This is an optimization exercise on Yosys and OpenROAD, whose aim is a short achievable clock period and few clock cycles, not a production implementation. The RTL was checked by simulation tests, not by an equivalence proof against the original design. Power is estimated from default activity; no workload was simulated.

### flow/run.sh
#!/bin/bash
# Standard layout, with the resizer's setup repair aiming further below the
# clock period (same clock and constraints; only repair_timing's margin).
set -euo pipefail
bash standard.sh SETUP_SLACK_MARGIN=7.5 finish > standard_flow.log 2>&1
### constraint.sdc
create_clock -name core_clock -period 11.0 [get_ports {clk}]
set_input_delay 2.2000 -clock core_clock [delete_from_list [all_inputs] [get_ports {clk}]]
set_output_delay 2.2000 -clock core_clock [all_outputs]
set_load 0.01 [all_outputs]
### config.mk
export PLATFORM = sky130hd
export DESIGN_NAME = CPU
export DESIGN_NICKNAME = CPU
export VERILOG_FILES = /design/flow/design.v
export SDC_FILE = /design/flow/constraint.sdc
export NUM_CORES = 4
export LEC_CHECK = 0
export ABC_CLOCK_PERIOD_IN_PS = 3000
export CAP_MARGIN = 20
export CORE_MARGIN = 2
export CORE_UTILIZATION = 40
export SETUP_SLACK_MARGIN = 5
export SLEW_MARGIN = 20
### design.v
`timescale 1ns / 1ps
module CPU(
    input clk,
    input rst,
    output [31:0] imem_addr,
    input  [31:0] imem_rdata,
    output [31:0] dmem_addr,
    output [31:0] dmem_wdata,
    output dmem_we,
    input  [31:0] dmem_rdata
    );
    wire        stall;         
    wire        ex_mis;        
    wire        id_mis;        
    wire        mis = ex_mis | id_mis;
    wire [31:0] mis_pc;        
    wire [9:0]  f_idx;
    wire [9:0]  f_imem_idx;
    wire        f_jrp_v;
    wire        f_bpred;
    wire        lx_set, lx_next;
    wire [9:0]  lx_pc;
    wire [9:0]  f_jrp;
    wire [31:0] f_pc;          
    wire        li_v;
    wire [4:0]  li_rd;
    wire [9:0]  li_idx;
    InstGetter getter (
        .clk(clk),
        .rst(rst),
        .inst(imem_rdata),
        .stall(stall),
        .mis(mis),
        .mis_pc(mis_pc),
        .rst_s(rst),
        .li_v(li_v),
        .li_rd(li_rd),
        .li_idx(li_idx),
        .idx(f_idx),
        .imem_idx(f_imem_idx),
        .jrp_v(f_jrp_v),
        .bpred(f_bpred),
        .lx_set(lx_set),
        .lx_next(lx_next),
        .lx_pc(lx_pc),
        .jrp(f_jrp)
    );
    assign imem_addr = {20'b0, f_imem_idx, 2'b00};
    reg         d_valid;
    reg  [31:0] d_ir;
    reg  [31:0] d_pc;
    reg  [31:0] d_boff;        
    reg         d_jrp_v;
    reg  [9:0]  d_jrp;
    reg         d_bpred;       
    reg  [31:0] r_pc;          
    always @(posedge clk or posedge rst)
        if (rst) begin
            d_valid <= 1'b0;
            r_pc <= 32'b0;
        end else begin
            if (mis) begin
                d_valid <= 1'b0;
                r_pc <= mis_pc;
            end else if (!stall)
                d_valid <= 1'b1;
        end
    always @(posedge clk)
        if (!stall) begin
            d_ir    <= imem_rdata;
            d_pc    <= f_pc;
            d_boff  <= {{14{imem_rdata[15]}}, imem_rdata[15:0], 2'b00} + 32'd4;
            d_jrp_v <= f_jrp_v;
            d_bpred <= f_bpred;
            d_jrp   <= f_jrp;
        end
    wire [4:0]  rs = d_ir[25:21];
    wire [4:0]  rt = d_ir[20:16];
    wire        c_wr, c_load, c_store, c_br, c_bne, c_jr, c_j, c_link;
    wire        c_use_rs, c_use_rt, c_bimm, c_pred;
    wire [4:0]  c_rd;
    wire [31:0] c_imm;
    wire [8:0]  c_alu;
    Controller controller (
        .inst(d_ir),
        .wr(c_wr), .rd(c_rd), .load(c_load), .store(c_store),
        .br(c_br), .bne(c_bne), .pred(c_pred), .jr(c_jr), .j(c_j), .link(c_link),
        .use_rs(c_use_rs), .use_rt(c_use_rt), .bimm(c_bimm), .imm(c_imm),
        .alu(c_alu)
    );
    assign li_v = d_valid & d_ir[31:26] == 6'b001000 & rs == 5'd0 & rt != 5'd0;
    assign li_rd = rt;
    assign li_idx = d_ir[11:2];
    wire [31:0] pc4   = d_pc + 32'd4;
    wire [31:0] pcbr  = d_pc + d_boff;
    wire [31:0] pcjr  = {d_pc[31:12], d_jrp, 2'b00};
    wire [31:0] id_next = c_j ? {pc4[31:28], d_ir[25:0], 2'b00} :
                          (c_br & d_bpred) ? pcbr :
                          (c_jr & d_jrp_v) ? pcjr : pc4;
    wire [31:0] id_alt = d_bpred ? pc4 : pcbr;
    assign f_pc = d_valid ? id_next : r_pc;
    reg         w_wr;
    reg  [4:0]  w_rd;
    reg  [31:0] w_res;
    wire [31:0] rf_a, rf_b;
    RegHeap regs (
        .clk(clk),
        .rst(rst),
        .WriteReg(w_wr),
        .addrA(rs),
        .addrB(rt),
        .addrW(w_rd),
        .dataW(w_res),
        .dataA(rf_a),
        .dataB(rf_b)
    );
    wire [31:0] id_a = (w_wr && w_rd == rs) ? w_res : rf_a;
    wire [31:0] id_t = (w_wr && w_rd == rt) ? w_res : rf_b;
    reg         e_wr, e_load, e_store, e_br, e_bne, e_pred, e_jr, e_link, e_addi;
    reg  [4:0]  e_rd;
    reg  [31:0] e_a, e_b, e_t;
    reg         m_wr, m_load;
    reg  [4:0]  m_rd;
    reg  [31:0] m_res;
    wire [31:0] alu_f;
    assign stall = d_valid & e_load & e_wr &
                   ((c_use_rs & rs == e_rd) | (c_use_rt & rt == e_rd));
    wire fa_e = e_wr & (e_rd == rs);
    wire fa_m = m_wr & (m_rd == rs);
    wire ft_e = e_wr & (e_rd == rt);
    wire ft_m = m_wr & (m_rd == rt);
    wire [31:0] mem_v = m_load ? dmem_rdata : m_res;
    wire        sa_e = fa_e;
    wire        sa_l = !fa_e & fa_m & m_load;
    wire        sa_m = !fa_e & fa_m & !m_load;
    wire        sa_r = !fa_e & !fa_m;
    wire        st_e = ft_e;
    wire        st_l = !ft_e & ft_m & m_load;
    wire        st_m = !ft_e & ft_m & !m_load;
    wire        st_r = !ft_e & !ft_m;
    wire [31:0] nx_a = ({32{sa_e}} & alu_f) | ({32{sa_l}} & dmem_rdata)
                     | ({32{sa_m}} & m_res) | ({32{sa_r}} & id_a);
    wire [31:0] nx_t = ({32{st_e}} & alu_f) | ({32{st_l}} & dmem_rdata)
                     | ({32{st_m}} & m_res) | ({32{st_r}} & id_t);
    wire [31:0] nx_b = ({32{c_bimm}} & c_imm)
                     | ({32{!c_bimm & st_e}} & alu_f) | ({32{!c_bimm & st_l}} & dmem_rdata)
                     | ({32{!c_bimm & st_m}} & m_res) | ({32{!c_bimm & st_r}} & id_t);
    reg  [31:0] e_negimm;
    wire        fz = e_addi & ((rt == 5'd0 & fa_e) | (rs == 5'd0 & ft_e));
    wire        fz_eq = (e_a == e_negimm);
    wire        fz_tk = fz_eq ^ c_bne;
    assign id_mis = d_valid & c_br & fz & (fz_tk ^ d_bpred) & !ex_mis;
    reg  [31:0] e_neg2imm;
    wire        fz_nx = (e_a == e_neg2imm);
    assign lx_set = d_valid & c_br & fz & !ex_mis;
    assign lx_next = fz_tk & !(fz_nx ^ c_bne) & c_pred;
    assign lx_pc = d_pc[11:2];
    reg  [31:0] e_alt, e_pnext, e_link_v;
    reg  [8:0]  e_alu;
    wire        bubble = !d_valid | stall | ex_mis;
    always @(posedge clk or posedge rst)
        if (rst) begin
            {e_wr, e_load, e_store, e_br, e_jr} <= 5'b0;
        end else if (bubble) begin
            {e_wr, e_load, e_store, e_br, e_jr} <= 5'b0;
        end else begin
            e_wr <= c_wr;
            e_load <= c_load;
            e_store <= c_store;
            e_br <= c_br & !fz;
            e_jr <= c_jr;
        end
    always @(posedge clk) begin
        e_bne <= c_bne;
        e_pred <= d_bpred;
        e_link <= c_link;
        e_addi <= c_wr & c_bimm & c_alu[0] & !c_load & !c_store;
        e_rd <= c_rd;
        e_alu <= c_alu;
    end
    always @(posedge clk) begin
        e_a <= nx_a;
        e_b <= nx_b;
        e_t <= nx_t;
        e_alt <= id_alt;
        e_pnext <= id_next;
        e_link_v <= pc4;
        e_negimm <= 32'd0 - c_imm;
        e_neg2imm <= 32'd0 - {c_imm[30:0], 1'b0};
    end
    wire [31:0] alu_sum;
    SimpleALU alu (
        .op(e_alu),
        .A(e_a),
        .B(e_b),
        .link(e_link_v),
        .F(alu_f),
        .sum(alu_sum)
    );
    wire eq = (e_a == e_t);
    wire br_mis = e_br & ((eq ^ e_bne) ^ e_pred);
    wire jr_mis = e_jr & (e_a != e_pnext);
    assign ex_mis = br_mis | jr_mis;
    assign mis_pc = !ex_mis ? id_alt : e_jr ? e_a : e_alt;
    reg  [31:0] m_addr, m_wdata;
    reg         m_we;
    always @(posedge clk or posedge rst)
        if (rst) begin
            m_wr <= 1'b0;
            m_load <= 1'b0;
            m_rd <= 5'b0;
        end else begin
            m_wr <= e_wr;
            m_load <= e_load;
            m_rd <= e_rd;
        end
    always @(posedge clk)
        m_we <= e_store;
    always @(posedge clk) begin
        m_res <= alu_f;
        m_addr <= alu_sum;
        m_wdata <= e_t;
    end
    assign dmem_addr = m_addr;
    assign dmem_wdata = m_wdata;
    assign dmem_we = m_we;
    always @(posedge clk or posedge rst)
        if (rst) begin
            w_wr <= 1'b0;
            w_rd <= 5'b0;
        end else begin
            w_wr <= m_wr;
            w_rd <= m_rd;
        end
    always @(posedge clk)
        w_res <= mem_v;
endmodule
`timescale 1ns / 1ps
module InstGetter(
    input clk,
    input rst,
    input [31:0] inst,
    input stall,
    input mis,
    input [31:0] mis_pc,
    input rst_s,             
    input li_v,              
    input [4:0] li_rd,
    input [9:0] li_idx,      
    output [9:0] idx,
    output [9:0] imem_idx,
    output bpred,            
    input lx_set,            
    input lx_next,           
    input [9:0] lx_pc,
    output jrp_v,            
    output [9:0] jrp
    );
    function [9:0] ks_add10(input [9:0] a, input [9:0] b);
        reg [9:0] g, p, g1, p1, g2, p2, g3, p3, g4;
        begin
            g = a & b;
            p = a ^ b;
            g1 = g | (p & {g[8:0], 1'b0});
            p1 = p & {p[8:0], 1'b0};
            g2 = g1 | (p1 & {g1[7:0], 2'b0});
            p2 = p1 & {p1[7:0], 2'b0};
            g3 = g2 | (p2 & {g2[5:0], 4'b0});
            p3 = p2 & {p2[5:0], 4'b0};
            g4 = g3 | (p3 & {g3[1:0], 8'b0});
            ks_add10 = p ^ {g4[8:0], 1'b0};
        end
    endfunction
    reg  [9:0] idx_r;
    reg  [9:0] idx_o;         
    assign idx = idx_r;
    assign imem_idx = idx_o;
    wire [5:0] op = inst[31:26];
    wire is_jal = op == 6'b000011;
    wire is_jr  = op == 6'b000000 && inst[5:0] == 6'b001000;
    wire is_ret = is_jr && inst[25:21] == 5'd31;
    wire li_hit = li_v && inst[25:21] == li_rd;
    reg  [9:0] ras0, ras1, ras2, ras3;      
    reg  [9:0] cr0, cr1, cr2, cr3;          
    wire [9:0] seq = idx + 10'd1;
    wire [9:0] tgt = ks_add10(seq, inst[9:0]);
    assign jrp_v = is_jr;
    assign jrp = li_hit ? li_idx : ras0;
    wire       ctl  = op[5:3] == 3'b000 && !(op[2] && op[1]);
    wire       jr_f = !op[0] && inst[5:0] == 6'b001000;
    reg        lx_v;
    reg  [9:0] lx_idx;
    wire       lx_hit = lx_v && idx == lx_idx;
    wire       br_t = !lx_hit && ((inst[25:21] == inst[20:16]) ^ op[0]);
    assign bpred = op[5:1] == 5'b00010 && br_t;
    wire [9:0] c_br = br_t ? tgt : seq;
    wire [9:0] c_jr = jr_f ? jrp : seq;
    wire [9:0] cand = op[2] ? c_br : op[1] ? inst[9:0] : c_jr;
    wire [9:0] nxt  = ctl ? cand : seq;
    wire       go   = !stall & !mis;
    wire       hold = stall & !mis;
    wire       go_o   = go & !rst_s;
    wire       hold_o = hold & !rst_s;
    wire       mis_o  = mis & !rst_s;
    reg        e_push, e_pop;
    reg  [9:0] e_ret;
    reg        d_push, d_pop;
    reg  [9:0] d_ret;
    wire [9:0] cn0 = e_push ? e_ret : e_pop ? cr1 : cr0;
    wire [9:0] cn1 = e_push ? cr0   : e_pop ? cr2 : cr1;
    wire [9:0] cn2 = e_push ? cr1   : e_pop ? cr3 : cr2;
    wire [9:0] cn3 = e_push ? cr2   : e_pop ? 10'd0 : cr3;
    wire [9:0] idx_nx = ({10{mis}} & mis_pc[11:2]) | ({10{hold}} & idx) | ({10{go}} & nxt);
    always @(posedge clk)
        idx_o <= ({10{mis_o}} & mis_pc[11:2]) | ({10{hold_o}} & idx) | ({10{go_o}} & nxt);
    always @(posedge clk or posedge rst)
        if (rst) begin
            idx_r <= 10'd0;
            {ras0, ras1, ras2, ras3} <= 40'b0;
            {cr0, cr1, cr2, cr3} <= 40'b0;
            {d_push, d_pop, e_push, e_pop} <= 4'b0;
            d_ret <= 10'd0;
            lx_v <= 1'b0;
            lx_idx <= 10'd0;
            e_ret <= 10'd0;
        end else begin
            idx_r <= idx_nx;
            if (lx_set) begin
                lx_v <= lx_next;
                lx_idx <= lx_pc;
            end
            {cr0, cr1, cr2, cr3} <= {cn0, cn1, cn2, cn3};
            if (mis) begin
                {ras0, ras1, ras2, ras3} <= {cn0, cn1, cn2, cn3};
                {d_push, d_pop, e_push, e_pop} <= 4'b0;
            end else if (stall) begin
                e_push <= 1'b0;
                e_pop <= 1'b0;
            end else begin
                if (d_push) {ras0, ras1, ras2, ras3} <= {d_ret, ras0, ras1, ras2};
                else if (d_pop) {ras0, ras1, ras2, ras3} <= {ras1, ras2, ras3, 10'd0};
                d_push <= is_jal;
                d_pop <= is_ret;
                d_ret <= seq;
                e_push <= d_push;
                e_pop <= d_pop;
                e_ret <= d_ret;
            end
        end
endmodule
`timescale 1ns / 1ps
module Controller(
    input [31:0] inst,
    output wr,
    output [4:0] rd,
    output load,
    output store,
    output br,
    output bne,
    output pred,
    output jr,
    output j,
    output link,
    output use_rs,
    output use_rt,
    output bimm,
    output [31:0] imm,
    output reg [8:0] alu
);
    wire [5:0] op = inst[31:26];
    wire [5:0] fn = inst[5:0];
    wire rtype = op == 6'b000000;
    wire itype = op[5:3] == 3'b001;
    assign load  = op == 6'b100011;
    assign store = op == 6'b101011;
    assign br    = op[5:1] == 5'b00010;
    assign bne   = op[0];
    assign pred  = br & ((inst[25:21] == inst[20:16]) ^ op[0]);
    assign jr    = rtype & fn == 6'b001000;
    assign j     = op[5:1] == 5'b00001;
    assign link  = op == 6'b000011;
    assign rd = rtype ? inst[15:11] : link ? 5'd31 : inst[20:16];
    assign wr = (rtype | itype | load | link) & (rd != 5'd0);
    assign use_rs = rtype | itype | load | store | br;
    assign use_rt = rtype | store | br;
    assign bimm   = itype | load | store;
    wire sext = !itype | op[2:0] == 3'b000;
    assign imm = {sext & inst[15] ? 16'hffff : 16'h0000, inst[15:0]};
    always @(*) begin
        alu = 9'b0;
        if (link) alu[8] = 1'b1;
        else if (rtype)
            casez (fn)
                6'b100000: alu[0] = 1'b1;
                6'b100010: alu[1] = 1'b1;
                6'b100100: alu[2] = 1'b1;
                6'b100101: alu[3] = 1'b1;
                6'b100110: alu[4] = 1'b1;
                6'b100111: alu[5] = 1'b1;
                6'b101011: alu[6] = 1'b1;
                6'b000100: alu[7] = 1'b1;
                default:   alu[2] = 1'b1;
            endcase
        else if (itype)
            case (op[2:0])
                3'b000:  alu[0] = 1'b1;
                3'b110:  alu[4] = 1'b1;
                3'b011:  alu[6] = 1'b1;
                default: alu[2] = 1'b1;
            endcase
        else alu[0] = 1'b1;
    end
endmodule
`timescale 1ns / 1ps
module SimpleALU(
    input [8:0] op,
    input [31:0] A,
    input [31:0] B,
    input [31:0] link,
    output [31:0] F,
    output [31:0] sum
    );
    assign sum = A + B;
    wire [31:0] diff = A - B;
    wire        lt = A < B;
    wire [31:0] shl = (|A[31:5]) ? 32'b0 : (B << A[4:0]);
    assign F = ({32{op[0]}} & sum)
             | ({32{op[1]}} & diff)
             | ({32{op[2]}} & (A & B))
             | ({32{op[3]}} & (A | B))
             | ({32{op[4]}} & (A ^ B))
             | ({32{op[5]}} & ~(A | B))
             | ({32{op[6]}} & {31'b0, lt})
             | ({32{op[7]}} & shl)
             | ({32{op[8]}} & link);
endmodule
`timescale 1ns / 1ps
module RegHeap(
    input [4:0] addrA,
    input [4:0] addrB,
    input [4:0] addrW,
    input [31:0] dataW,
    input WriteReg,
    input clk,
    input rst,
    output [31:0] dataA,
    output [31:0] dataB
    );
    reg [31:0] heap[31:1];
    reg [31:1] written;
    assign dataA = (addrA == 5'd0 || !written[addrA]) ? 32'b0 : heap[addrA];
    assign dataB = (addrB == 5'd0 || !written[addrB]) ? 32'b0 : heap[addrB];
    always @(posedge clk or posedge rst)
        if (rst) written <= 31'b0;
        else if (WriteReg && addrW != 5'd0) written[addrW] <= 1'b1;
    always @(posedge clk)
        if (WriteReg && addrW != 5'd0) heap[addrW] <= dataW;
endmodule
### standard.sh
#!/bin/bash
# synth_recipe.tcl (not shown) runs the flow's synth.tcl, then flattens the netlist and writes it again
# the make line also repeats each setting of config.mk as NAME=value (left out here)
make -C /OpenROAD-flow-scripts/flow DESIGN_CONFIG=/design/flow/config.mk WORK_HOME=/design/flow/orfs CLKGATE_MAP_FILE= SYNTH_SCRIPT=/design/flow/synth_recipe.tcl "${@:-finish}"
==> reports/results.ini, run 1 <==
[timing]
finalSetupViolCount = 0
period_share_pct = 33.4
relSlewSlack_pct = 22.0
fmax_mhz = 272
worstMarginPinSlew_ns = 1.17
fin_ws_ns = 7.32
tns_ns = 0
fin_crit_ns = 3.68
slew_violations = 0
worst_clock_skew_ns = 0.0615
hold_viol = 0
rsz0062_at_grt = yes

[power_and_ir_drop]
switching_share_pct = 32.8
power_frac_comb_pct = 25.2
seqPwrFrac_pct = 44.1
finalPower_uw = 20000
power_density_mw_per_mm2 = 201
clockPowerShare_pct = 30.7
p_switching_uw = 6550
max-vdd-ir-drop_uv = 193
p_int_uw = 13500
p_leak_uw = 0.0356

[grt]
grt-ovfl-total = 0
grt_max_degree = 95
grt_pass1_vias = 57500
antenna_found_initial = 16
grt_usage_pct = 27.4
grt_pass1_wl_um = 428000

[logic_synthesis]
synth_cells = 6285
synth-edff-count = 1085
synth_area_leaders = edfxtp_1 (38%), mux4_2 (16%), dfxtp_1 (9.1%), dfrtp_1 (6.1%), mux2i_1 (3.7%)
yosys_warnings = 4
synth_area_mm2 = 0.0849
yosysUniqueCellTypes = 105
yosys.area.top_type_share_pct = 38.4
ys_ff_latch = 1680
synth_async_sr_flop_share_pct = 12.3
synth-seq-area-share_pct = 53.6
synth_common_cells = edfxtp_1 (1,085), mux4_2 (608), dfxtp_1 (388), nor2_1 (382), nand2_1 (357)
avgSynthCellArea_um2 = 13.5
ys.flop_type = edfxtp_1
synth_most_common_cell = edfxtp_1
yosys.area.top_type = edfxtp_1

[clock_network]
clock_path_buffers = 3
numCtsBuffers = 178
cts_htree_levels = 4
clock-sinks = 1680
cts_tree = done
cts_root_buf = clkbuf_16
clk-insertion-delay-late_ns = 0.86
clk_pin_slew_ns = 0.06
hold_buffers = 0

[die]
start_util_pct = 40.1
die_y_um = 465
die_area_mm2 = 0.216
io_pins = 163
core_mm2 = 0.212
die_w_um = 465
rows = 169

[layout]
seqCellArea_mm2 = 0.0458
largest_reg_flops = 992
fill_cells = 18300
regMostFlops = regs.heap
nNetsFinal = 6696
drive_gt1_share_pct = 28.7
multi_input_area_mm2 = 0.0389
antenna_cells = 0
finish.utilization_pct = 47.1
area_growth_pct = 17.4

[critical_path]
start_kind = flop
r2r_setup_slack_ns = 7.32
cp-end-kind = flop
cp.required_ns = 11.75
reg2reg_depth = 15
cp_max_fo = 6
rr_endpoint = regs.written[23]$_DFFE_PP0P_
arrival_ns = 4.43
r2r-start = w_rd[0]$_DFF_PP0_
path_class = flop to flop

[route]
viasPerCell = 6.27
final_antenna_net_count = 0
drt_iter0_markers = 8189
routed-via-count = 59200
drc = 0
wire_per_inst_um = 32.2
drt_first_pass_iters = 6
wl_um = 304000

[worst_hold_path]
hold_end = m_we$_DFF_P_
min_path_cells = 0
min_path_type = flop to flop
worstHoldStart = e_store$_DFF_PP0_

[place]
preCtsSetupSlack_ns = 5.54
port-buffer-count = 140
gp_congestion = 0.973
dp_hpwl_um = 192000

[run_status]
run_status = complete, no violations

[run]
drv_cap = 0

==> worst max path at each step <==
| stage | startpoint | end | slack (ns) | cells after the start |
|---|---|---|---|---|
| after global routing | w_rd[0]$_DFF_PP0_ | regs.written[23]$_DFFE_PP0P_ | 7.11 | 15 |
| after CTS | w_rd[0]$_DFF_PP0_ | regs.written[15]$_DFFE_PP0P_ | 7.37 | 15 |
| final | w_rd[0]$_DFF_PP0_ | regs.written[23]$_DFFE_PP0P_ | 7.32 | 15 |
| after floorplan | rst | getter.idx_o[0]$_DFF_P_ | 5.18 | 2 |
| after detailed placement | imem_rdata[25] | getter.idx_o[0]$_DFF_P_ | 5.54 | 10 |
| after global placement | imem_rdata[25] | getter.idx_o[0]$_DFF_P_ | 5.53 | 10 |
==> critical path, stage by stage (launching register included) <==
cell,delay [ns]
dfrtp_4,0.46
inv_4,0.05
ha_4,0.17
nor2_4,0.10
o21ai_2,0.07
a21oi_2,0.12
a31oi_1,0.08
nor2_2,0.28
nand3_1,0.12
ha_1,0.33
or4_4,0.53
nor2_4,0.10
a41oi_2,0.12
nor4b_2,0.32
or4b_4,0.56
o21bai_1,0.16
==> layout by cell type (no fill, tap or decap), drive strengths merged, types with 23 or more instances in the layout <==
master | Yosys | routed
mux2 | 119 | 119
nand2 | 358 | 358
dfrtp | 207 | 207
xor2 | 119 | 119
a211oi | 68 | 68
edfxtp | 1085 | 1085
xnor2 | 202 | 202
buf | 205 | 397
nor4 | 50 | 50
nand4 | 61 | 61
dfxtp | 388 | 388
clkdlybuf4s50 | 0 | 40
clkinv | 1 | 64
and3 | 41 | 41
o211ai | 44 | 44
a222oi | 24 | 24
a31oi | 45 | 45
mux2i | 318 | 318
o21ai | 258 | 258
ha | 156 | 156
nand3 | 97 | 97
o21bai | 53 | 53
clkbuf | 278 | 256
a22oi | 30 | 30
nor2 | 383 | 383
and2 | 35 | 35
nand2b | 26 | 26
o21a | 29 | 29
inv | 181 | 185
o22ai | 33 | 33
a21oi | 325 | 325
a21o | 40 | 41
nor2b | 36 | 36
nor3 | 72 | 72
o31ai | 23 | 23
mux4 | 608 | 608
==> logic make-up after synthesis <==
family,count (synthesis),synth area share [%]
buf+inv,665,3.29
mux,1045,21.4
compound gates,1171,9.06
xor+xnor,321,3.31
fa+ha+maj,160,2.39
flops,1680,53.6
other cells,1,0.00442
simple gates,1242,6.89
==> metrics by stage <==
| step | hold WS [ns] | instances | instance area [µm²] |
|---|---|---|---|
| floorplan | 0.324 | 6306 | 85300 |
| global placement | 0.335 | 8934 | 89600 |
| detailed placement | 0.327 | 8934 | 89600 |
| CTS | 0.341 | 9354 | 97700 |
| global route | 0.347 | 9445 | 99700 |
| finish | 0.342 | 9445 | 99700 |
==> routing by layer <==
layer	vias up	GRT usage, %	wire (µm)	share of wire [%]
met5	-	0	45	0.015
met4	8	13.4	17000	5.6
met3	678	5.40	28300	9.3
met2	3303	42.7	139000	46
met1	30500	36.7	120000	39
li1	24700	-	-	-
==> layout make-up <==
type,count,area share [%]
multi-input combinational,3962,39.0
clock inverter,89,0.801
sequential,1680,45.9
timing repair buffer,463,4.78
tap,2821,3.54
inverter,182,0.742
clock buffer,245,5.19
timing repair inverter,3,0.0213
==> power by group through the flow <==
stage	registers, µW	logic (µW)	clock network [µW]
5_1_grt	8880	5340	6460
3_3_place_gp	8880	4260	0
3_5_place_dp	8910	4280	0
6_report	8820	5040	6140
4_1_cts	8790	4590	6220
2_1_floorplan	8380	2920	0
==> what timing repair did <==
action | in CTS | in global routing
setup buffers | 74 | 85
pin swaps | 48 | 102
gates resized for setup | 770 | 281
cloned | 12 | 6
endpoints found under the setup margin | 599 | 305
Testbench counts, summed over its fixed seeds: cycles 432,174.
==> run 2, diff against run 1 <==
--- a/design.v
+++ b/design.v
@@ -33,2 +33,3 @@
         .mis(mis),
+        .ex_mis(ex_mis),
         .mis_pc(mis_pc),
@@ -61,7 +62,7 @@
         end else begin
-            if (mis) begin
+            if (mis)
                 d_valid <= 1'b0;
-                r_pc <= mis_pc;
-            end else if (!stall)
+            else if (!stall)
                 d_valid <= 1'b1;
+            r_pc <= mis_pc;
         end
@@ -116,4 +117,5 @@
     );
-    wire [31:0] id_a = (w_wr && w_rd == rs) ? w_res : rf_a;
-    wire [31:0] id_t = (w_wr && w_rd == rt) ? w_res : rf_b;
+    wire        fa_w, ft_w;
+    wire [31:0] id_a = fa_w ? w_res : rf_a;
+    wire [31:0] id_t = ft_w ? w_res : rf_b;
     reg         e_wr, e_load, e_store, e_br, e_bne, e_pred, e_jr, e_link, e_addi;
@@ -125,9 +127,24 @@
     wire [31:0] alu_f;
-    assign stall = d_valid & e_load & e_wr &
-                   ((c_use_rs & rs == e_rd) | (c_use_rt & rt == e_rd));
-    wire fa_e = e_wr & (e_rd == rs);
-    wire fa_m = m_wr & (m_rd == rs);
-    wire ft_e = e_wr & (e_rd == rt);
-    wire ft_m = m_wr & (m_rd == rt);
+    reg  fa_e, fa_m, fa_w_r, ft_e, ft_m, ft_w_r;
+    assign fa_w = fa_w_r;
+    assign ft_w = ft_w_r;
+    wire [4:0] f_rs = imem_rdata[25:21];
+    wire [4:0] f_rt = imem_rdata[20:16];
+    wire d_wr = d_valid & c_wr;
+    always @(posedge clk or posedge rst)
+        if (rst) begin
+            {fa_e, fa_m, fa_w_r, ft_e, ft_m, ft_w_r} <= 6'b0;
+        end else if (stall) begin
+            {fa_e, fa_m, fa_w_r} <= {1'b0, fa_e, fa_m};
+            {ft_e, ft_m, ft_w_r} <= {1'b0, ft_e, ft_m};
+        end else begin
+            fa_e <= d_wr & (c_rd == f_rs);
+            fa_m <= e_wr & (e_rd == f_rs);
+            fa_w_r <= m_wr & (m_rd == f_rs);
+            ft_e <= d_wr & (c_rd == f_rt);
+            ft_m <= e_wr & (e_rd == f_rt);
+            ft_w_r <= m_wr & (m_rd == f_rt);
+        end
     wire [31:0] mem_v = m_load ? dmem_rdata : m_res;
+    assign stall = d_valid & e_load & ((c_use_rs & fa_e) | (c_use_rt & ft_e));
     wire        sa_e = fa_e;
@@ -244,2 +261,3 @@
     input mis,
+    input ex_mis,            
     input [31:0] mis_pc,
@@ -282,4 +300,3 @@
     wire li_hit = li_v && inst[25:21] == li_rd;
-    reg  [9:0] ras0, ras1, ras2, ras3;      
-    reg  [9:0] cr0, cr1, cr2, cr3;          
+    reg  [9:0] ras0, ras1, ras2, ras3;
     wire [9:0] seq = idx + 10'd1;
@@ -295,6 +312,2 @@
     assign bpred = op[5:1] == 5'b00010 && br_t;
-    wire [9:0] c_br = br_t ? tgt : seq;
-    wire [9:0] c_jr = jr_f ? jrp : seq;
-    wire [9:0] cand = op[2] ? c_br : op[1] ? inst[9:0] : c_jr;
-    wire [9:0] nxt  = ctl ? cand : seq;
     wire       go   = !stall & !mis;
@@ -304,13 +317,12 @@
     wire       mis_o  = mis & !rst_s;
-    reg        e_push, e_pop;
-    reg  [9:0] e_ret;
-    reg        d_push, d_pop;
+    wire       tk   = ctl && op[2] && br_t;
+    wire [9:0] c_jr = jr_f ? jrp : seq;
+    wire [9:0] oth  = (ctl && !op[2]) ? (op[1] ? inst[9:0] : c_jr) : seq;
+    wire [9:0] rest   = ({10{mis}} & mis_pc[11:2]) | ({10{hold}} & idx) | ({10{go}} & oth);
+    wire [9:0] rest_o = ({10{mis_o}} & mis_pc[11:2]) | ({10{hold_o}} & idx) | ({10{go_o}} & oth);
+    reg        d_push, d_pop;     
     reg  [9:0] d_ret;
-    wire [9:0] cn0 = e_push ? e_ret : e_pop ? cr1 : cr0;
-    wire [9:0] cn1 = e_push ? cr0   : e_pop ? cr2 : cr1;
-    wire [9:0] cn2 = e_push ? cr1   : e_pop ? cr3 : cr2;
-    wire [9:0] cn3 = e_push ? cr2   : e_pop ? 10'd0 : cr3;
-    wire [9:0] idx_nx = ({10{mis}} & mis_pc[11:2]) | ({10{hold}} & idx) | ({10{go}} & nxt);
+    wire [9:0] idx_nx = (go & tk) ? tgt : rest;
     always @(posedge clk)
-        idx_o <= ({10{mis_o}} & mis_pc[11:2]) | ({10{hold_o}} & idx) | ({10{go_o}} & nxt);
+        idx_o <= (go_o & tk) ? tgt : rest_o;
     always @(posedge clk or posedge rst)
@@ -319,4 +331,3 @@
             {ras0, ras1, ras2, ras3} <= 40'b0;
-            {cr0, cr1, cr2, cr3} <= 40'b0;
-            {d_push, d_pop, e_push, e_pop} <= 4'b0;
+            {d_push, d_pop} <= 2'b0;
             d_ret <= 10'd0;
@@ -324,3 +335,2 @@
             lx_idx <= 10'd0;
-            e_ret <= 10'd0;
         end else begin
@@ -331,12 +341,9 @@
             end
-            {cr0, cr1, cr2, cr3} <= {cn0, cn1, cn2, cn3};
-            if (mis) begin
-                {ras0, ras1, ras2, ras3} <= {cn0, cn1, cn2, cn3};
-                {d_push, d_pop, e_push, e_pop} <= 4'b0;
-            end else if (stall) begin
-                e_push <= 1'b0;
-                e_pop <= 1'b0;
-            end else begin
+            if (!ex_mis && !stall) begin
                 if (d_push) {ras0, ras1, ras2, ras3} <= {d_ret, ras0, ras1, ras2};
                 else if (d_pop) {ras0, ras1, ras2, ras3} <= {ras1, ras2, ras3, 10'd0};
+            end
+            if (mis) begin
+                {d_push, d_pop} <= 2'b0;
+            end else if (!stall) begin
                 d_push <= is_jal;
@@ -344,5 +351,2 @@
                 d_ret <= seq;
-                e_push <= d_push;
-                e_pop <= d_pop;
-                e_ret <= d_ret;
             end
==> reports/results.ini, run 2 <==
[run_status]
run_status = complete, no violations

[timing]
worstMarginPinSlew_ns = 1.12
tns_ns = 0
period_share_pct = 32.5
finalSetupViolCount = 0
worst_clock_skew_ns = 0.0796
relSlewSlack_pct = 25.1
fin_ws_ns = 7.43
fmax_mhz = 280
hold_viol = 0
slew_violations = 0
rsz0062_at_grt = yes
fin_crit_ns = 3.57

[logic_synthesis]
synth_async_sr_flop_share_pct = 9.85
yosys_warnings = 4
avgSynthCellArea_um2 = 13.8
yosysUniqueCellTypes = 96
ys_ff_latch = 1634
synth_area_leaders = edfxtp_1 (40%), mux4_2 (17%), dfxtp_1 (9.5%), dfrtp_1 (4.9%), mux2i_1 (3.5%)
yosys.area.top_type = edfxtp_1
synth_common_cells = edfxtp_1 (1,085), mux4_2 (604), dfxtp_1 (388), a21oi_1 (357), nor2_1 (339)
synth_most_common_cell = edfxtp_1
synth-edff-count = 1085
synth_cells = 5932
yosys.area.top_type_share_pct = 39.8
synth-seq-area-share_pct = 54.2
synth_area_mm2 = 0.0819
ys.flop_type = edfxtp_1

[critical_path]
cp_top_family = compound AO/OA/AOI/OAI gates
cp_slowest_cell = mux4_2
cp.required_ns = 11.73
start_kind = flop
rr_endpoint = e_b[27]$_DFF_P_
crit_start = e_a[0]$_DFF_P_
slowest_delay_ns = 0.56
cp_max_fo = 8
r2r-start = e_a[0]$_DFF_P_
critPathBufInv = 2
cp-end-kind = flop
r2r_setup_slack_ns = 7.43
crit_top_cell = nor2_1
arrival_ns = 4.30
path_class = flop to flop
crit_chain = buf_12 > buf_4 > mux4_2 > mux2i_1 > nor2_1 > a21oi_1 > o22ai_1 > nor2_1 > o2111ai_1 > a41o_1 > a211o_1
reg2reg_depth = 11

[die]
start_util_pct = 40.1
io_pins = 163
die_w_um = 456
die_area_mm2 = 0.208
core_mm2 = 0.204
die_y_um = 456
rows = 166

[worst_hold_path]
hold_end = m_wdata[1]$_DFF_P_
worstHoldStart = e_t[1]$_DFF_P_
min_path_cells = 0
min_path_type = flop to flop

[layout]
largest_reg_flops = 992
final_common_cell = edfxtp_1
drive_gt1_share_pct = 28.5
area_growth_pct = 17.1
nNetsFinal = 6369
final_cell_mix = edfxtp_1 (1,085), mux4_2 (604), a21oi_1 (324)
regMostFlops = regs.heap

[power_and_ir_drop]
power_density_mw_per_mm2 = 200
max-vdd-ir-drop_uv = 193
p_leak_uw = 0.0343

[grt]
grt_usage_pct = 26.9
antenna_found_initial = 13
grt_max_degree = 115
grt-ovfl-total = 0
grt_pass1_vias = 54600
grt_pass1_wl_um = 404000

[route]
drt_first_pass_iters = 7
drc = 0
wire_per_inst_um = 32.1
viasPerCell = 6.23
final_antenna_net_count = 0
routed-via-count = 56000
wl_um = 288000
drt_iter0_markers = 7146

[place]
dp_hpwl_um = 176000
preCtsSetupSlack_ns = 5.44
gp_congestion = 0.965
port-buffer-count = 140

[clock_network]
hold_buffers = 0
cts_root_buf = clkbuf_16
cts_htree_levels = 4
cts_tree = done
clock_path_buffers = 3
clk_pin_slew_ns = 0.06
clk-insertion-delay-late_ns = 0.87
clock-sinks = 1634
numCtsBuffers = 171

[run]
drv_cap = 0

-- run 2: worst max path at each step --
stage / slack [ns] / end / depth (start not counted)
floorplan: 5.90 / getter.idx_o[6]$_DFF_P_ / 2
global route: 7.39 / getter.idx_o[8]$_DFF_P_ / 13
detailed placement: 5.44 / getter.idx_o[8]$_DFF_P_ / 9
finish: 7.43 / e_b[27]$_DFF_P_ / 11
global placement: 5.46 / getter.idx_o[8]$_DFF_P_ / 9
CTS: 7.39 / dmem_wdata[1] / 1
-- run 2: report_power, final --
part / internal (µW) / switching (µW)
clock network: 3160 / 2580
logic: 2110 / 2790
registers: 7610 / 958
-- run 2: through the flow --
stage          hold slack [ns]  cell area [µm²]  total power (µW)  utilization, %  cells
3_5_place_dp             0.362            86300             12800            42.3   8468
2_1_floorplan            0.324            82200             11100               -   5953
4_1_cts                  0.361            93800             18800            46.0   8873
3_3_place_gp             0.357            86300             12800            42.3   8466
6_report                 0.360            95800             19200            47.0   8986
5_1_grt                  0.372            95800             19900            47.0   8981
-- run 2: cell families after synthesis --
family	share of synthesized area, %
AO/OA/AOI/OAI	8.49
XOR/XNOR	3.63
adder cells (fa/ha/maj)	2.48
buffers and inverters	3.27
flip-flops	54.2
multiplexers	21.7
other	0.00458
AND/OR/NAND/NOR	6.25
-- run 2: metal layers --
| layer | part of all wire [%] | vias up | wire (µm) | GRT usage, % |
|---|---|---|---|---|
| met3 | 9.4 | 605 | 27100 | 4.97 |
| met2 | 47 | 3098 | 134000 | 42.3 |
| met4 | 5.2 | 4 | 15000 | 12.7 |
| met5 | 0.0080 | - | 23 | 0 |
| met1 | 39 | 28900 | 112000 | 36.1 |
| li1 | - | 23400 | - | - |
-- run 2: final cells by class --
| class | count | area, µm² |
|---|---|---|
| tap | 2688 | 3360 |
| inverter | 195 | 776 |
| multi-input combinational | 3676 | 36700 |
| timing repair buffer | 464 | 4840 |
| clock inverter | 93 | 815 |
| clock buffer | 228 | 4680 |
| timing repair inverter | 1 | 5.00 |
| fill | 17700 | 108000 |
| antenna | 7 | 17.5 |
| sequential | 1634 | 44600 |
-- run 2: repair_timing --
item / in CTS / in global routing
gates resized for setup: 677 / 271
pin swaps: 50 / 87
cloned: 14 / 7
buffers inserted: 70 / 98
setup endpoints to repair: 568 / 232
Testbench counts of run 2, summed over its fixed seeds: cycles 432,174.
==> run 3, diff against run 2 <==
--- a/design.v
+++ b/design.v
@@ -56,2 +56,4 @@
     reg         d_bpred;       
+    reg  [31:0] d_rs_oh;       
+    reg  [31:0] d_rt_oh;
     reg  [31:0] r_pc;          
@@ -75,2 +77,4 @@
             d_bpred <= f_bpred;
+            d_rs_oh <= 32'd1 << imem_rdata[25:21];
+            d_rt_oh <= 32'd1 << imem_rdata[20:16];
             d_jrp   <= f_jrp;
@@ -102,5 +106,4 @@
     assign f_pc = d_valid ? id_next : r_pc;
-    reg         w_wr;
-    reg  [4:0]  w_rd;
     reg  [31:0] w_res;
+    reg  [31:1] w_en;          
     wire [31:0] rf_a, rf_b;
@@ -109,6 +112,5 @@
         .rst(rst),
-        .WriteReg(w_wr),
-        .addrA(rs),
-        .addrB(rt),
-        .addrW(w_rd),
+        .selA(d_rs_oh),
+        .selB(d_rt_oh),
+        .wen(w_en),
         .dataW(w_res),
@@ -243,9 +245,9 @@
     assign dmem_we = m_we;
+    integer wi;
     always @(posedge clk or posedge rst)
         if (rst) begin
-            w_wr <= 1'b0;
-            w_rd <= 5'b0;
+            w_en <= 31'b0;
         end else begin
-            w_wr <= m_wr;
-            w_rd <= m_rd;
+            for (wi = 1; wi < 32; wi = wi + 1)
+                w_en[wi] <= m_wr && m_rd == wi;
         end
@@ -442,11 +444,10 @@
 module RegHeap(
-    input [4:0] addrA,
-    input [4:0] addrB,
-    input [4:0] addrW,
+    input [31:0] selA,
+    input [31:0] selB,
+    input [31:1] wen,
     input [31:0] dataW,
-    input WriteReg,
     input clk,
     input rst,
-    output [31:0] dataA,
-    output [31:0] dataB
+    output reg [31:0] dataA,
+    output reg [31:0] dataB
     );
@@ -454,9 +455,17 @@
     reg [31:1] written;
-    assign dataA = (addrA == 5'd0 || !written[addrA]) ? 32'b0 : heap[addrA];
-    assign dataB = (addrB == 5'd0 || !written[addrB]) ? 32'b0 : heap[addrB];
+    integer k;
+    always @(*) begin
+        dataA = 32'b0;
+        dataB = 32'b0;
+        for (k = 1; k < 32; k = k + 1) begin
+            dataA = dataA | ({32{selA[k] & written[k]}} & heap[k]);
+            dataB = dataB | ({32{selB[k] & written[k]}} & heap[k]);
+        end
+    end
     always @(posedge clk or posedge rst)
         if (rst) written <= 31'b0;
-        else if (WriteReg && addrW != 5'd0) written[addrW] <= 1'b1;
+        else written <= written | wen;
     always @(posedge clk)
-        if (WriteReg && addrW != 5'd0) heap[addrW] <= dataW;
+        for (k = 1; k < 32; k = k + 1)
+            if (wen[k]) heap[k] <= dataW;
 endmodule
==> reports/results.ini, run 3 <==
[route]
wl_um = 371000
final_antenna_net_count = 0
drt_first_pass_iters = 11
wire_per_inst_um = 40.0
viasPerCell = 7.11
routed-via-count = 65900
drt_iter0_markers = 14300
drc = 0

[timing]
rsz0062_at_grt = yes
tns_ns = 0
period_share_pct = 33.6
slew_violations = 0
worstMarginPinSlew_ns = 1.30
hold_viol = 0
fin_crit_ns = 3.69
relSlewSlack_pct = 12.7
finalSetupViolCount = 0
worst_clock_skew_ns = 0.0461
fmax_mhz = 271

[power_and_ir_drop]
p_leak_uw = 0.0331
max-vdd-ir-drop_uv = 163
power_density_mw_per_mm2 = 213
finalPower_uw = 19600

[clock_network]
clock_path_buffers = 3
clock-sinks = 1711
numCtsBuffers = 178
clk-insertion-delay-late_ns = 0.87
cts_tree = done
cts_root_buf = clkbuf_16
clk_pin_slew_ns = 0.06
hold_buffers = 0
cts_htree_levels = 4

[layout]
area_growth_pct = 17.9
finish.utilization_pct = 47.3
stdcell_area_mm2 = 0.0921
nNetsFinal = 6756
final_cell_mix = edfxtp_1 (1,147), a22oi_1 (460), buf_4 (308)
fill_cells = 17200
final_cells = 9259
largest_reg_flops = 992
drive_gt1_share_pct = 20.3
regMostFlops = regs.heap
final_common_cell = edfxtp_1

[grt]
grt_usage_pct = 36.0
antenna_found_initial = 36
grt_pass1_wl_um = 498000
use_met1_pct = 45.5
use_met2_pct = 49.7
grt-busiest-layer = met2
grt_max_degree = 109
grt_pass1_vias = 61300
grt-ovfl-total = 0
use_met3_pct = 14.2

[place]
dpl.cell_count = 8726
gp_congestion = 0.966
placed_cell_area_mm2 = 0.0824
port-buffer-count = 140
dp_hpwl_um = 214000

[logic_synthesis]
yosys_warnings = 5
synth_cells = 6357
synthXorXnorAreaFrac_pct = 3.71
synth_most_common_cell = edfxtp_1
synth_area_mm2 = 0.0781
avgSynthCellArea_um2 = 12.3
synthAdderAreaFrac_pct = 2.38
ys.flop_type = edfxtp_1
synth_top_family_by_area = compound AO/OA/AOI/OAI gates
synth-seq-area-share_pct = 59.7
synth_area_leaders = edfxtp_1 (44%), dfxtp_1 (9.7%), dfrtp_1 (6.0%), a22oi_1 (4.4%), a221oi_1 (3.2%)
yosys.area.top_type = edfxtp_1
synth-edff-count = 1147
synth_common_cells = edfxtp_1 (1,147), a22oi_1 (461), clkbuf_1 (388), dfxtp_1 (378), nand2_1 (301)
ys_ff_latch = 1711
yosys.area.top_type_share_pct = 44.1
synth-compound-area-share_pct = 18.0
synthSimpleGateAreaFrac_pct = 8.86
yosysUniqueCellTypes = 97
synth_mux_area_share_pct = 3.90
synth_async_sr_flop_share_pct = 10.9

[die]
rows = 162
start_util_pct = 40.1
die_area_mm2 = 0.199
die_y_um = 446
core_mm2 = 0.195
die_w_um = 446
io_pins = 163

[run]
drv_cap = 0

[critical_path]
cp_max_fo = 46
start_kind = flop
arrival_ns = 4.41
cp-end-kind = flop
path_class = flop to flop
cp.required_ns = 11.72

[worst_hold_path]
min_path_type = flop to flop

[run_status]
run_status = complete, no violations

run 3: changes by cell type after synthesis, sizes merged, moves of 67 or more:
cell    previous run  this run
clkbuf           277       388
a22oi             20       461
a21oi            358       244
mux4             604        27
nand3             80       171
and2              18        85
nand4             55       189
a221oi            29       285
mux2i            289       119
a22o              37       271
run 3: cell type report:
class / instances / area, µm² / share of cell area [%]
Timing Repair inverter: 1 / 5.00 / 0.00543
Clock inverter: 105 / 1230 / 1.34
Tap cell: 2542 / 3180 / 3.45
Multi-Input combinational cell: 3996 / 30700 / 33.4
Sequential cell: 1711 / 46900 / 50.9
Clock buffer: 229 / 4970 / 5.40
Antenna cell: 19 / 47.5 / 0.0516
Timing Repair Buffer: 494 / 4380 / 4.76
Inverter: 162 / 659 / 0.716
run 3: worst max-delay path: stages, from the launching register on:
cell      delay, ns
dfxtp_1        0.62
xnor2_1        0.17
nand4_1        0.37
nor4_4         0.43
a21oi_1        0.15
a311oi_4       0.38
buf_8          0.27
buf_12         0.26
nor2_1         0.08
a21o_1         0.26
a221o_1        0.39
and2_1         0.16
run 3: what timing repair did:
action                     4_1_cts  5_1_grt
cloned                           8        0
setup endpoints to repair      589      278
buffers inserted                99       73
gates resized for setup        716      205
pin swaps                       78       93
run 3: worst paths after layout:
| kind | start | endpoint | slack [ns] | depth (start not counted) |
|---|---|---|---|---|
| min in group asynchronous | rst | getter.lx_idx[4]$_DFFE_PP0P_ | 1.96 | 3 |
| worst min-delay path | e_t[13]$_DFF_P_ | m_wdata[13]$_DFF_P_ | 0.39 | 0 |
| max in group asynchronous | rst | ft_w_r$_DFF_PP0_ | 7.91 | 4 |
| worst max-delay path | e_t[3]$_DFF_P_ | getter.idx_o[8]$_DFF_P_ | 7.31 | 11 |
| worst min register to register | e_t[13]$_DFF_P_ | m_wdata[13]$_DFF_P_ | 0.39 | 0 |
| worst max register to register | e_t[3]$_DFF_P_ | getter.idx_o[8]$_DFF_P_ | 7.31 | 11 |
run 3: routing by layer:
layer	part of all wire, %	vias up
li1	-	25200
met1	35	32000
met2	40	6753
met3	16	1923
met4	9.2	32
met5	0.061	-
run 3: cell families (layout without fill, tap and decap cells):
kind of cell	after synthesis	count (layout)
adder cells (fa/ha/maj)	146	146
multiplexers	257	257
AND/OR/NAND/NOR	1374	1374
buffers and inverters	671	991
flip-flops	1711	1711
AO/OA/AOI/OAI	1866	1866
XOR/XNOR	331	331
other	1	41
run 3: per-stage QoR:
stage                     setup WS, ns  hold slack [ns]
after floorplan                   5.47            0.324
after global placement            5.36            0.380
after detailed placement          5.35            0.384
after CTS                         7.41            0.380
after global routing              7.30            0.382
final                             7.31            0.388
run 3: power by group:
group	leakage (µW)	switching (µW)	internal (µW)
combinational	0.0137	2560	1850
clock	0.00304	2710	3750
sequential	0.0164	887	7840
total	0.0331	6160	13400
Testbench counts of run 3, summed over its fixed seeds: cycles 432,174.
==> run 4, diff against run 3 <==
--- a/design.v
+++ b/design.v
@@ -58,2 +58,5 @@
     reg  [31:0] d_rt_oh;
+    reg  [31:0] d_rs_en;       
+    reg  [31:0] d_rt_en;
+    wire [31:1] rf_wn;
     reg  [31:0] r_pc;          
@@ -81,2 +84,10 @@
         end
+    always @(posedge clk)
+        if (stall) begin
+            d_rs_en <= d_rs_oh & {rf_wn, 1'b0};
+            d_rt_en <= d_rt_oh & {rf_wn, 1'b0};
+        end else begin
+            d_rs_en <= (32'd1 << imem_rdata[25:21]) & {rf_wn, 1'b0};
+            d_rt_en <= (32'd1 << imem_rdata[20:16]) & {rf_wn, 1'b0};
+        end
     wire [4:0]  rs = d_ir[25:21];
@@ -112,4 +123,4 @@
         .rst(rst),
-        .selA(d_rs_oh),
-        .selB(d_rt_oh),
+        .selA(d_rs_en),
+        .selB(d_rt_en),
         .wen(w_en),
@@ -117,3 +128,4 @@
         .dataA(rf_a),
-        .dataB(rf_b)
+        .dataB(rf_b),
+        .written_next(rf_wn)
     );
@@ -451,3 +463,4 @@
     output reg [31:0] dataA,
-    output reg [31:0] dataB
+    output reg [31:0] dataB,
+    output [31:1] written_next
     );
@@ -460,9 +473,10 @@
         for (k = 1; k < 32; k = k + 1) begin
-            dataA = dataA | ({32{selA[k] & written[k]}} & heap[k]);
-            dataB = dataB | ({32{selB[k] & written[k]}} & heap[k]);
+            dataA = dataA | ({32{selA[k]}} & heap[k]);
+            dataB = dataB | ({32{selB[k]}} & heap[k]);
         end
     end
+    assign written_next = written | wen;
     always @(posedge clk or posedge rst)
         if (rst) written <= 31'b0;
-        else written <= written | wen;
+        else written <= written_next;
     always @(posedge clk)
==> reports/results.ini, run 4 <==
[die]
rows = 164
io_pins = 163
start_util_pct = 40.2
die_y_um = 452
core_mm2 = 0.199
die_area_mm2 = 0.204
die_w_um = 452

[clock_network]
hold_buffers = 0
cts_root_buf = clkbuf_16
clk-insertion-delay-late_ns = 0.88
cts_tree = done
clock_path_buffers = 3
numCtsBuffers = 180
cts_htree_levels = 4
clk_pin_slew_ns = 0.06
clock-sinks = 1773

[route]
drt_iter0_markers = 13600
drt_first_pass_iters = 10
wire_per_inst_um = 39.2
drc = 0
routed-via-count = 68800
viasPerCell = 7.08
wl_um = 381000
final_antenna_net_count = 0

[power_and_ir_drop]
power_frac_comb_pct = 21.2
p_int_uw = 13300
p_switching_uw = 6180
max-vdd-ir-drop_uv = 156
p_leak_uw = 0.0341
seqPwrFrac_pct = 46.2
power_density_mw_per_mm2 = 207
clockPowerShare_pct = 32.5
switching_share_pct = 31.7

[logic_synthesis]
synth_area_mm2 = 0.0802
synth_cells = 6629
yosys.area.top_type = edfxtp_1
yosysUniqueCellTypes = 112
synth-seq-area-share_pct = 59.7
yosys.area.top_type_share_pct = 43.0
synth_async_sr_flop_share_pct = 10.5
ys_ff_latch = 1773
synth_common_cells = edfxtp_1 (1,147), a22oi_1 (562), dfxtp_1 (440), nand2_1 (391), nor2_1 (385)
yosys_warnings = 5
synth_area_leaders = edfxtp_1 (43%), dfxtp_1 (11%), dfrtp_1 (5.8%), a22oi_1 (5.3%), a221oi_1 (2.6%)
synth_most_common_cell = edfxtp_1
ys.flop_type = edfxtp_1
synth-edff-count = 1147
avgSynthCellArea_um2 = 12.1

[critical_path]
crit_chain = buf_12 > ha_4 > fa_2 > a21o_1 > a21oi_2 > o21bai_2 > a2111oi_2 > nor3_1 > xor2_1 > o221a_2 > mux2_4 > and2_4
cp.required_ns = 11.74
slowest_delay_ns = 0.34
start_kind = input port
r2r_setup_slack_ns = 7.41
cp_slowest_cell = fa_2
arrival_ns = 4.50
cp_max_fo = 2
rr_endpoint = e_b[20]$_DFF_P_
cp-end-kind = flop
path_class = input port to flop
r2r-start = d_rt_en[28]$_DFF_P_
reg2reg_depth = 9

[timing]
hold_slack_ns = 0.348
relSlewSlack_pct = 12.8
worstMarginPinSlew_ns = 1.30
fin_crit_ns = 3.76
finalSetupViolCount = 0
period_share_pct = 34.2
worst_clock_skew_ns = 0.0538
hold_viol = 0
rsz0062_at_grt = yes
fmax_mhz = 266
tns_ns = 0
slew_violations = 0

[layout]
area_growth_pct = 17.4
final_cells = 9712
largest_reg_flops = 992
drive_gt1_share_pct = 19.1
final_cell_mix = edfxtp_1 (1,147), a22oi_1 (562), nand2_1 (386)
finish.utilization_pct = 47.2
regMostFlops = regs.heap
final_common_cell = edfxtp_1
nNetsFinal = 7074

[place]
port-buffer-count = 140
gp_congestion = 0.981
dpl.cell_count = 9176
dp_hpwl_um = 229000

[run_status]
run_status = complete, no violations

[grt]
antenna_found_initial = 32
grt_pass1_vias = 63700
grt_max_degree = 93
grt-ovfl-total = 0
grt_pass1_wl_um = 515000
grt_usage_pct = 35.9

[worst_hold_path]
worstHoldStart = e_store$_DFF_PP0_
min_path_cells = 0
min_path_type = flop to flop
hold_end = m_we$_DFF_P_

[run]
drv_cap = 0

## run 4: changes by cell type after synthesis, sizes merged, moves of 34 or more
| cell | delta |
|---|---|
| a21oi | +90 |
| a221oi | -48 |
| a22o | -50 |
| a22oi | +101 |
| and2 | -64 |
| buf | +34 |
| clkbuf | -70 |
| dfxtp | +62 |
| inv | +34 |
| nand2 | +91 |
| nor2 | +108 |
| o21ai | -55 |
| xnor2 | -34 |
## run 4: how the worst max path moves through the flow
stage | startpoint | end | slack, ns | cells past startpoint
2_1_floorplan | rst | getter.idx_o[1]$_DFF_P_ | 5.49 | 2
6_report | imem_rdata[0] | getter.idx_o[8]$_DFF_P_ | 7.24 | 12
3_5_place_dp | imem_rdata[22] | getter.idx_o[5]$_DFF_P_ | 5.31 | 10
4_1_cts | imem_rdata[0] | getter.idx_o[8]$_DFF_P_ | 7.22 | 12
3_3_place_gp | imem_rdata[22] | getter.idx_o[5]$_DFF_P_ | 5.35 | 10
5_1_grt | imem_rdata[0] | getter.idx_o[8]$_DFF_P_ | 7.19 | 12
## run 4: what timing repair did
| action | 4_1_cts | 5_1_grt |
|---|---|---|
| resized for setup | 683 | 207 |
| pin swaps | 65 | 90 |
| cloned | 9 | 2 |
| buffers inserted | 74 | 74 |
| endpoints found under the setup margin | 543 | 275 |
## run 4: cells by family (layout without fill, tap and decap cells)
logic type | after synthesis | count (layout) | synth area share, %
AND/OR/NAND/NOR | 1515 | 1518 | 9.22
buffers and inverters | 667 | 1034 | 3.39
XOR/XNOR | 321 | 321 | 3.51
flip-flops | 1773 | 1773 | 59.7
multiplexers | 282 | 282 | 4.01
adder cells (fa/ha/maj) | 146 | 146 | 2.32
AO/OA/AOI/OAI | 1924 | 1924 | 17.8
other | 1 | 58 | 0.00468
## run 4: through the flow
stage | total power [µW] | area (µm²) | setup WS (ns)
after floorplan | 10900 | 80500 | 5.49
after detailed placement | 12600 | 84900 | 5.31
after CTS | 19000 | 92500 | 7.22
final | 19500 | 94200 | 7.24
after global routing | 20000 | 94100 | 7.19
after global placement | 12500 | 84900 | 5.35
## run 4: area by class of cell
cell class                      instances  area (µm²)
Tap cell                             2656        3320
Timing Repair Buffer                  498        4450
Antenna cell                           36        90.1
Fill cell                           17800      105000
Timing Repair inverter                  2        10.0
Sequential cell                      1773       48200
Clock buffer                          255        5170
Multi-Input combinational cell       4213       31200
Clock inverter                         85         913
Inverter                              194         767
## run 4: power groups by stage
stage / Clock (µW) / Combinational, µW / Sequential (µW)
final: 6340 / 4140 / 9020
after global routing: 6600 / 4380 / 9060
after CTS: 6340 / 3730 / 8970
after detailed placement: 0 / 3480 / 9090
after global placement: 0 / 3450 / 9070
after floorplan: 0 / 2300 / 8640
## run 4: worst max-delay path, delay by kind of cell
kind                     cells  cell delay, ns
AO/OA/AOI/OAI                5            1.00
buffers and inverters        1            0.10
multiplexers                 1            0.27
AND/OR/NAND/NOR              2            0.25
adder cells (fa/ha/maj)      2            0.49
XOR/XNOR                     1            0.17
## run 4: layer usage
layer  global-route usage (%)  vias to the layer above  wire length, µm
li1                         -                    26200                -
met1                     44.0                    33600           132000
met2                     51.0                     6807           156000
met3                     13.8                     2057            56100
met4                     27.4                       14            36900
met5                    0.303                        -              168
Testbench counts of run 4, summed over its fixed seeds: cycles 432,174.
==> run 5, diff against run 4 <==
--- a/design.v
+++ b/design.v
@@ -290,17 +290,2 @@
     );
-    function [9:0] ks_add10(input [9:0] a, input [9:0] b);
-        reg [9:0] g, p, g1, p1, g2, p2, g3, p3, g4;
-        begin
-            g = a & b;
-            p = a ^ b;
-            g1 = g | (p & {g[8:0], 1'b0});
-            p1 = p & {p[8:0], 1'b0};
-            g2 = g1 | (p1 & {g1[7:0], 2'b0});
-            p2 = p1 & {p1[7:0], 2'b0};
-            g3 = g2 | (p2 & {g2[5:0], 4'b0});
-            p3 = p2 & {p2[5:0], 4'b0};
-            g4 = g3 | (p3 & {g3[1:0], 8'b0});
-            ks_add10 = p ^ {g4[8:0], 1'b0};
-        end
-    endfunction
     reg  [9:0] idx_r;
@@ -316,3 +301,3 @@
     wire [9:0] seq = idx + 10'd1;
-    wire [9:0] tgt = ks_add10(seq, inst[9:0]);
+    wire [9:0] tgt = idx + inst[9:0] + 10'd1;
     assign jrp_v = is_jr;
@@ -364,4 +349,5 @@
                 d_pop <= is_ret;
-                d_ret <= seq;
             end
+            if (!stall)
+                d_ret <= seq;
         end
==> reports/results.ini, run 5 <==
[critical_path]
arrival_ns = 4.39
r2r_setup_slack_ns = 7.36
cp_max_fo = 25
reg2reg_depth = 8
start_kind = flop
slowest_delay_ns = 0.78
rr_endpoint = e_b[13]$_DFF_P_
cp.required_ns = 11.75
cp_slowest_cell = dfrtp_4
cp-end-kind = flop
critPathBufInv = 3
path_class = flop to flop
crit_chain = buf_6 > clkinv_2 > buf_4 > nor2_1 > nor3_1 > a211oi_1 > a31oi_1 > mux2_2
r2r-start = ft_w_r$_DFF_PP0_
cp_top_family = buffers and inverters

[die]
start_util_pct = 40.2
die_area_mm2 = 0.204
core_mm2 = 0.199
die_y_um = 452
io_pins = 163
die_w_um = 452
rows = 164

[logic_synthesis]
synth_area_leaders = edfxtp_1 (43%), dfxtp_1 (11%), a22oi_1 (6.2%), dfrtp_1 (5.8%), xnor2_1 (2.4%)
synth_most_common_cell = edfxtp_1
synth-seq-area-share_pct = 59.7
ys_ff_latch = 1773
synth_async_sr_flop_share_pct = 10.5
synth_cells = 6705
yosys_warnings = 5
synth-edff-count = 1147
synth_area_mm2 = 0.0802
yosys.area.top_type_share_pct = 43.0
synth_common_cells = edfxtp_1 (1,147), a22oi_1 (665), dfxtp_1 (440), nand2_1 (405), nor2_1 (381)
yosysUniqueCellTypes = 99
yosys.area.top_type = edfxtp_1
ys.flop_type = edfxtp_1
avgSynthCellArea_um2 = 12.0

[timing]
period_share_pct = 33.1
finalSetupViolCount = 0
fin_crit_ns = 3.64
worstMarginPinSlew_ns = 1.32
worst_clock_skew_ns = 0.0414
tns_ns = 0
rsz0062_at_grt = yes
hold_viol = 0
fmax_mhz = 274
relSlewSlack_pct = 11.2
slew_violations = 0

[grt]
grt_pass1_vias = 63700
grt_usage_pct = 35.9
grt-ovfl-total = 0
antenna_found_initial = 30
grt_max_degree = 108
grt_pass1_wl_um = 515000

[layout]
fill_cells = 17800
final_cell_mix = edfxtp_1 (1,147), a22oi_1 (664), nand2_1 (400)
final_cells = 9787
drive_gt1_share_pct = 18.6
final_common_cell = edfxtp_1
regMostFlops = regs.heap
nNetsFinal = 7151
largest_reg_flops = 992
stdcell_area_mm2 = 0.0943
area_growth_pct = 17.5

[worst_hold_path]
hold_end = m_we$_DFF_P_
min_path_cells = 0
min_path_type = flop to flop
worstHoldStart = e_store$_DFF_PP0_

[route]
final_antenna_net_count = 0
drt_first_pass_iters = 11
wire_per_inst_um = 38.9
routed-via-count = 68700
viasPerCell = 7.02
drt_iter0_markers = 14200
wl_um = 381000
drc = 0

[clock_network]
cts_htree_levels = 4
clk_pin_slew_ns = 0.06
clock-sinks = 1773
cts_root_buf = clkbuf_16
clock_path_buffers = 3
numCtsBuffers = 181
cts_tree = done
clk-insertion-delay-late_ns = 0.86
hold_buffers = 0

[place]
gp_congestion = 0.989
dp_hpwl_um = 228000
dpl.cell_count = 9238
port-buffer-count = 140
placed_cell_area_mm2 = 0.0849

[run_status]
run_status = complete, no violations

[power_and_ir_drop]
max-vdd-ir-drop_uv = 151
power_density_mw_per_mm2 = 211
p_leak_uw = 0.0341

[run]
drv_cap = 0

==> run 5: power breakdown <==
group          leakage, µW  switching, µW  internal, µW
clock              0.00300           2790          3620
combinational       0.0142           2500          1780
sequential          0.0169           1060          8150
==> run 5: cell families (layout without fill, tap and decap cells) <==
| group | Yosys count | count (layout) | share of synthesized area, % |
|---|---|---|---|
| DFF | 1773 | 1773 | 59.7 |
| buffers and inverters | 684 | 1053 | 3.37 |
| other | 1 | 55 | 0.00468 |
| AOI/OAI and AO/OA | 1927 | 1927 | 17.5 |
| muxes | 282 | 282 | 4.09 |
| adders and majority gates | 146 | 146 | 2.32 |
| and+or+nand+nor | 1574 | 1577 | 9.49 |
| xor gates and xnor gates | 318 | 318 | 3.47 |
==> run 5: cell type report <==
cell class                 instances  area [µm²]  share of cell area (%)
tap                             2656        3320                    3.53
clock buffer                     253        5260                    5.58
timing repair inverter             2        10.0                  0.0106
inverter                         214         858                   0.911
sequential                      1773       48300                    51.2
timing repair buffer             495        4420                    4.69
antenna                           33        82.6                  0.0876
clock inverter                    89         905                   0.960
multi-input combinational       4272       31100                    33.0
==> run 5: worst register-to-register path, stage by stage, from the launching register on <==
cell and delay [ns]:
dfrtp_4 0.78, buf_6 0.52, clkinv_2 0.44, buf_4 0.40
nor2_1 0.21, nor3_1 0.11, a211oi_1 0.65, a31oi_1 0.12
mux2_2 0.31
==> run 5: repair_timing <==
item | 4_1_cts | 5_1_grt
buffers inserted | 80 | 78
pin swaps | 43 | 59
resized for setup | 696 | 184
setup endpoints to repair | 550 | 191
gates cloned | 12 | 4
==> run 5: per-layer routing <==
layer	vias to the layer above	track usage, %	routed length, µm
met2	6851	51.6	156000
li1	26400	-	-
met5	-	0.257	70
met3	2108	12.7	57100
met1	33300	44.8	131000
met4	8	25.8	36100
==> run 5: through the flow <==
stage	hold WS, ns	utilization, %	worst slack, ns	power, µW
2_1_floorplan	0.324	-	5.52	11100
3_3_place_gp	0.332	42.6	5.17	12800
3_5_place_dp	0.339	42.6	5.36	12800
4_1_cts	0.354	46.5	7.38	19400
5_1_grt	0.361	47.2	7.36	20400
6_report	0.356	47.3	7.36	19900
==> run 5: worst max path at each step <==
stage / slack [ns] / startpoint / endpoint / depth (start not counted)
after CTS: 7.38 / m_wdata[6]$_DFF_P_ / dmem_wdata[6] / 1
final: 7.36 / ft_w_r$_DFF_PP0_ / e_b[13]$_DFF_P_ / 8
after global routing: 7.36 / imem_rdata[8] / getter.idx_o[9]$_DFF_P_ / 6
after global placement: 5.17 / imem_rdata[23] / getter.idx_o[7]$_DFF_P_ / 9
after detailed placement: 5.36 / imem_rdata[23] / getter.idx_o[4]$_DFF_P_ / 11
after floorplan: 5.52 / rst / getter.idx_o[3]$_DFF_P_ / 2
Testbench counts of run 5, summed over its fixed seeds: cycles 432,174.

port drivers added, routing unchanged:
How much do the figures lean on ideal ports? The routed layouts below were timed once more, with nothing changed but the port constraints. Step 1, drivers: a clkbuf_16 drives clk and a buf_2 each remaining input, both assumed. Step 2 times the ports against the registers' clock, not the clock port: input delays grow and output delays shrink by t, the midpoint of the rising clock arrivals with the driver on. Slacks: ideal ports / drivers / drivers and shift; pairs: ideal ports / drivers.
run | shift t [ns] | slack for setup (ns) | worst hold slack (ns) | clock arrival spread, ns
run 1 | 0.928 | 7.321 / 7.321 / 6.646 | 0.342 / 0.342 / 0.342 | 0.065 / 0.066
run 2 | 0.913 | 7.427 / 7.348 / 6.586 | 0.360 / 0.360 / 0.360 | 0.080 / 0.080
run 3 | 0.936 | 7.306 / 7.306 / 6.400 | 0.388 / 0.388 / 0.388 | 0.049 / 0.049
run 4 | 0.955 | 7.242 / 7.292 / 6.337 | 0.348 / 0.348 / 0.348 | 0.066 / 0.066
run 5 | 0.944 | 7.355 / 7.294 / 6.514 | 0.356 / 0.356 / 0.356 | 0.067 / 0.067
After both steps every run listed still meets setup and hold. For run 3, which loses most, drivers alone change the setup slack by 0.000 ns; drivers and shift together by -0.906 ns.
